This is an optimization exercise on Yosys and OpenROAD, whose aim is small area, not a production implementation. Where RTL was checked, it was by simulation tests only, not by an equivalence proof against the original. With no activity given, the tool overestimates toggling in this design, so its power and IR-drop figures are unreliable.

==> v32: inputs <==
==> flow/design.v (excerpt) <==
module MatMul_top (
	input clk, read, resetn, cs,
	input[31:0] writedata,
	output[31:0] readdata,
	output[7:0] conduit
);
==> module MatMul, before the edit <==
module MatMul (
	input clk,
	input rw, cs, comdat,
	input[6:0] data_in,
	output[7:0] data_out
);
reg[6:0] addr;
reg[6:0] ram_a[0:63], ram_b[0:63];
reg[7:0] rsel, csel;
wire[6:0] addr_next = !cs ? addr : (rw || !comdat) ? addr + 7'd1 : data_in;
always @(posedge clk) begin
	addr <= addr_next;
	rsel <= 8'd1 << addr_next[6:4];
	csel <= 8'd1 << addr_next[3:1];
end
wire we = cs && !rw && !comdat;
integer n;
always @(posedge clk) begin
	for(n=0; n<64; n=n+1) begin
		if(we && addr == n)
			ram_a[n] <= data_in;
		if(we && addr == 64+n)
			ram_b[n] <= data_in;
	end
end
reg[55:0] arow, bcol;
integer k, r;
always @(*) begin
	arow = 56'd0;
	bcol = 56'd0;
	for(k=0; k<8; k=k+1)
		for(r=0; r<8; r=r+1) begin
			arow[7*k+:7] = arow[7*k+:7] | ({7{rsel[r]}} & ram_a[8*r+k]);
			bcol[7*k+:7] = bcol[7*k+:7] | ({7{csel[r]}} & ram_b[8*k+r]);
		end
end
wire[15:0] c;
TwoByEightMatMul dot(.a(arow), .b(bcol), .c(c));
assign data_out = addr[0] ? c[7:0] : c[15:8];
endmodule
export LEC_CHECK = 0
export CAP_MARGIN = 20
export CORE_MARGIN = 2
export CORE_UTILIZATION = 40
export CTS_BUF_LIST = sky130_fd_sc_hd__clkbuf_8
export CTS_CLUSTER_DIAMETER = 60
export CTS_CLUSTER_SIZE = 16
export SLEW_MARGIN = 20
create_clock -name core_clock -period 12.0 [get_ports {clk}]
standard.sh (not shown) runs the stock make flow with config.mk's settings and CLKGATE_MAP_FILE= SYNTH_SCRIPT=/design/flow/synth_recipe.tcl, a recipe that flattens the netlist after the stock synthesis.
==> flow/flow/run.sh <==
#!/bin/bash
# Own flow: the standard synthesis, then its combinational gates (all but
# the flip-flops, the full/half adder cells and the tie cells) mapped again by
# ABC with an area-oriented script (flow/area.abc), then the standard
# layout of that netlist. Registers keep the standard synthesis's names and
# cells. Each tool writes its full output to a log of its own here.
set -euo pipefail
W=$(pwd)
F=$W/flow
P=${FLOW_PLATFORM:-sky130hd}
R=$W/orfs/results/$P/MatMul_top/base
L=$W/orfs/logs/$P/MatMul_top/base
O=$W/orfs/objects/$P/MatMul_top/base
YOSYS=$FLOW_HOME/../tools/install/yosys/bin/yosys
[[ -x $YOSYS ]] || YOSYS=$(command -v yosys)
LIB=$FLOW_HOME/platforms/$P/lib/sky130_fd_sc_hd__tt_025C_1v80.lib

# 1. the standard synthesis
bash standard.sh synth > std_synth.log 2>&1

# 2. remap the combinational logic
python3 $F/mkfuncs.py $LIB $W/funcs.v > mkfuncs.log 2>&1
DU=$(grep -o -- '-dont_use [^ ]*' $L/1_2_yosys.log | sort -u | tr '\n' ' ')
cat > $W/remap.ys <<EOF
read_verilog $R/1_2_yosys.v
read_liberty -lib $LIB
techmap -map $W/funcs.v
techmap
opt -purge
abc -script $F/area.abc -liberty $LIB $DU -constr $O/abc.constr
splitnets
opt_clean -purge
hilomap -singleton -hicell sky130_fd_sc_hd__conb_1 HI -locell sky130_fd_sc_hd__conb_1 LO
insbuf -buf sky130_fd_sc_hd__buf_4 A X
opt_clean -purge
check -assert
stat -liberty $LIB
write_verilog -noattr -noexpr -nohex -nodec $W/remapped.v
EOF
$YOSYS -s $W/remap.ys > remap.log 2>&1

# 3. the standard layout of the remapped netlist, with plain buffers
# (buf_2) on the ports and no dummy loads in the clock tree (the standard synthesis's
# results are moved aside so make takes the remapped netlist from the start)
mkdir -p $W/std_synth
mv $R/1_* $W/std_synth/
bash standard.sh finish SYNTH_NETLIST_FILES=$W/remapped.v \
  "BUFFER_PORTS_ARGS=-buffer_cell sky130_fd_sc_hd__buf_2" \
  "CTS_ARGS=-sink_clustering_enable -repair_clock_nets -sink_clustering_size 16 -sink_clustering_max_diameter 60 -buf_list sky130_fd_sc_hd__clkbuf_8 -dont_use_dummy_load" \
  > std_layout.log 2>&1
==> flow/flow/area.abc <==
&get -n
&st
&dch
&nf
&put
==> flow/flow/mkfuncs.py <==
#!/usr/bin/env python3
"""Write a Yosys techmap file that turns each single-output combinational
sky130_fd_sc_hd cell (except the adders and tie cells) back into plain logic,
from the functions in the liberty file."""
import re, sys
lib = open(sys.argv[1]).read()
keep = re.compile(r"__(fa|ha|conb|fah|dlygate|dlymetal|clkdly|probe|lpflow|tap|fill|decap|diode|macro)")
out = []
for c in re.split(r'\n\s*cell\s*\(', lib)[1:]:
    name = re.match(r'"?(\w+)"?', c).group(1)
    if keep.search(name) or 'ff (' in c or 'latch (' in c or 'statetable' in c:
        continue
    pins = re.findall(r'pin\s*\(\s*"?(\w+)"?\s*\)\s*\{(.*?)\n\s{8}\}', c, re.S)
    ins, outs = [], []
    for p, body in pins:
        d = re.search(r'direction\s*:\s*"?(\w+)"?', body)
        if not d: continue
        if d.group(1) == 'input': ins.append(p)
        elif d.group(1) == 'output':
            f = re.search(r'function\s*:\s*"([^"]*)"', body)
            if f: outs.append((p, f.group(1)))
    if len(outs) != 1 or not ins: continue
    o, f = outs[0]
    f = f.replace('!', '~').replace('*', '&').replace('+', '|')
    f = re.sub(r'(\w+)\s+(?=[\w(~])', r'\1 & ', f)  # implicit AND by space
    f = re.sub(r'\)\s+(?=[\w(~])', ') & ', f)
    out.append(f"module {name}({', '.join(ins + [o])});\n  input {', '.join(ins)};\n  output {o};\n  assign {o} = {f};\nendmodule\n")
open(sys.argv[2], 'w').write("\n".join(out))
print(len(out), "cells")
==> v28 (differences from v32) <==
==> flow/run.sh (new file) <==
#!/bin/bash
# synth_recipe.tcl (not shown) runs the flow's synth.tcl, then flattens the netlist and writes it again
# the make line also repeats each setting of config.mk as NAME=value (left out here)
make -C /OpenROAD-flow-scripts/flow DESIGN_CONFIG=/design/flow/config.mk WORK_HOME=/design/flow/orfs CLKGATE_MAP_FILE= SYNTH_SCRIPT=/design/flow/synth_recipe.tcl finish
--- a/flow/config.mk
+++ b/flow/config.mk
@@ -13,2 +13,3 @@
 export CTS_CLUSTER_SIZE = 16
+export GPL_TIMING_DRIVEN = 0
 export SLEW_MARGIN = 20
removed: flow/flow/run.sh
removed: flow/flow/area.abc
removed: flow/flow/mkfuncs.py
removed: flow/standard.sh
==> v2 (differences from v32) <==
==> flow/run.sh (new file) <==
#!/bin/bash
# synth_recipe.tcl (not shown) runs the flow's synth.tcl, then flattens the netlist and writes it again
# the make line also repeats each setting of config.mk as NAME=value (left out here)
make -C /OpenROAD-flow-scripts/flow DESIGN_CONFIG=/design/flow/config.mk WORK_HOME=/design/flow/orfs CLKGATE_MAP_FILE= SYNTH_SCRIPT=/design/flow/synth_recipe.tcl finish
--- a/flow/config.mk
+++ b/flow/config.mk
@@ -10,5 +10,4 @@
 export CORE_UTILIZATION = 40
-export CTS_BUF_LIST = sky130_fd_sc_hd__clkbuf_8
 export CTS_CLUSTER_DIAMETER = 60
-export CTS_CLUSTER_SIZE = 16
+export CTS_CLUSTER_SIZE = 25
 export SLEW_MARGIN = 20
removed: flow/flow/run.sh
removed: flow/flow/area.abc
removed: flow/flow/mkfuncs.py
removed: flow/standard.sh
==> v14 (differences from v32) <==
--- a/flow/design.v
+++ b/flow/design.v
@@ -1147,9 +1147,6 @@
 reg[6:0] ram_a[0:63], ram_b[0:63];
-reg[7:0] rsel, csel;
+reg[15:0] result;	 
 wire[6:0] addr_next = !cs ? addr : (rw || !comdat) ? addr + 7'd1 : data_in;
-always @(posedge clk) begin
+always @(posedge clk)
 	addr <= addr_next;
-	rsel <= 8'd1 << addr_next[6:4];
-	csel <= 8'd1 << addr_next[3:1];
-end
 wire we = cs && !rw && !comdat;
@@ -1164,2 +1161,4 @@
 end
+wire[7:0] rsel = 8'd1 << addr_next[6:4];
+wire[7:0] csel = 8'd1 << addr_next[3:1];
 reg[55:0] arow, bcol;
@@ -1177,3 +1176,5 @@
 TwoByEightMatMul dot(.a(arow), .b(bcol), .c(c));
-assign data_out = addr[0] ? c[7:0] : c[15:8];
+always @(posedge clk)
+	result <= c;
+assign data_out = addr[0] ? result[7:0] : result[15:8];
 endmodule
--- a/flow/flow/run.sh
+++ b/flow/flow/run.sh
@@ -41,4 +41,3 @@
 
-# 3. the standard layout of the remapped netlist, with plain buffers
-# (buf_2) on the ports and no dummy loads in the clock tree (the standard synthesis's
+# 3. the standard layout of the remapped netlist (the standard synthesis's
 # results are moved aside so make takes the remapped netlist from the start)
@@ -46,5 +45,2 @@
 mv $R/1_* $W/std_synth/
-bash standard.sh finish SYNTH_NETLIST_FILES=$W/remapped.v \
-  "BUFFER_PORTS_ARGS=-buffer_cell sky130_fd_sc_hd__buf_2" \
-  "CTS_ARGS=-sink_clustering_enable -repair_clock_nets -sink_clustering_size 16 -sink_clustering_max_diameter 60 -buf_list sky130_fd_sc_hd__clkbuf_8 -dont_use_dummy_load" \
-  > std_layout.log 2>&1
+bash standard.sh finish SYNTH_NETLIST_FILES=$W/remapped.v > std_layout.log 2>&1
==> flow/flow/area.abc (replaced) <==
&get -n
&st
&dch
&nf -p -a
&put
==> run notes <==
Clk. pwr: v2 1960 µW; v14 1810 µW; v32 1440 µW; v28 1640 µW
Category of the critical setup timing path: v2 flip-flop to output port; v14 input port to flip-flop; v32 flip-flop to output port; v28 flip-flop to output port
Share of async-settable or async-resettable flops after synthesis: v2 0%; v14 -; v32 -; v28 0%
Clock tree root driver cell: v2 clkbuf_16; v14 clkbuf_8; v32 clkbuf_8; v28 clkbuf_8
Relative area change from synthesis to final layout: v2 7.70%; v14 12.8%; v32 8.26%; v28 9.26%
Starting DRC count in detailed routing: v2 2841; v14 3816; v32 3845; v28 4076
Arrival time at the worst endpoint: v2 9.28 ns; v14 11.95 ns; v32 9.26 ns; v28 9.34 ns
Clock share of power: v2 3.8%; v14 4.0%; v32 2.9%; v28 2.9%
Std-Cell Rows: v2 121; v14 122; v32 119; v28 121
Worst reg2reg setup slack: v2 8.35 ns; v14 1.42 ns; v32 8.69 ns; v28 8.49 ns
Global placer's final weighted congestion: v2 1.00; v14 0.932; v32 0.975; v28 0.970
Post-placement cell count: v2 4143; v14 4703; v32 4061; v28 4364
Required arrival time at the worst endpoint: v2 9.60 ns; v14 12.61 ns; v32 9.60 ns; v28 9.60 ns
Startpoint of the worst register-to-register path: v2 mm.addr[0]; v14 mm.addr[5]; v32 mm.addr[0]; v28 mm.addr[0]
Final Non-Filler Cells: v2 4239; v14 4825; v32 4137; v28 4385
Relative max-transition margin: v2 23.9%; v14 22.3%; v32 25.7%; v28 34.0%
Met2 track utilization from global routing: v2 34.0%; v14 38.4%; v32 35.3%; v28 40.2%
Result of the run: v2 complete, no violations; v14 complete, no violations; v32 complete, no violations; v28 complete, no violations
Multiplexer share of the synthesized area: v2 0.114%; v14 -; v32 -; v28 0.114%
Function not checked in v14: the RTL went through the layout flow alone.

-- port drivers added, routing unchanged --
The results above use ideal ports. As a check the final layouts listed here were re-extracted and re-timed, cells and wires unchanged. Step 1, drivers: a clkbuf_16 drives clk and a buf_2 each remaining input, both assumed. Step 2 moves the port delays by t, midway between the first and last clock arrival at a register: inputs arrive t later, outputs are due t later. That takes back most of the time a late clock gives input paths. Slacks: ideal ports / drivers / drivers and shift; pairs: ideal ports / drivers.
run | t (ns) | slack for setup (ns) | pins driven straight from the clock port
v32 | 0.744 | 0.342 / 0.272 / 1.017 | 1
v28 | 0.791 | 0.257 / 0.192 / 0.984 | 1
v2 | 0.702 | 0.325 / 0.253 / 0.955 | 1
v14 | 0.805 | 0.659 / 0.657 / -0.148 | 1
Met with ideal ports but missed after step 2: setup timing in v14. For v14, which loses most, drivers alone change the setup slack by -0.002 ns; drivers and shift together by -0.807 ns.
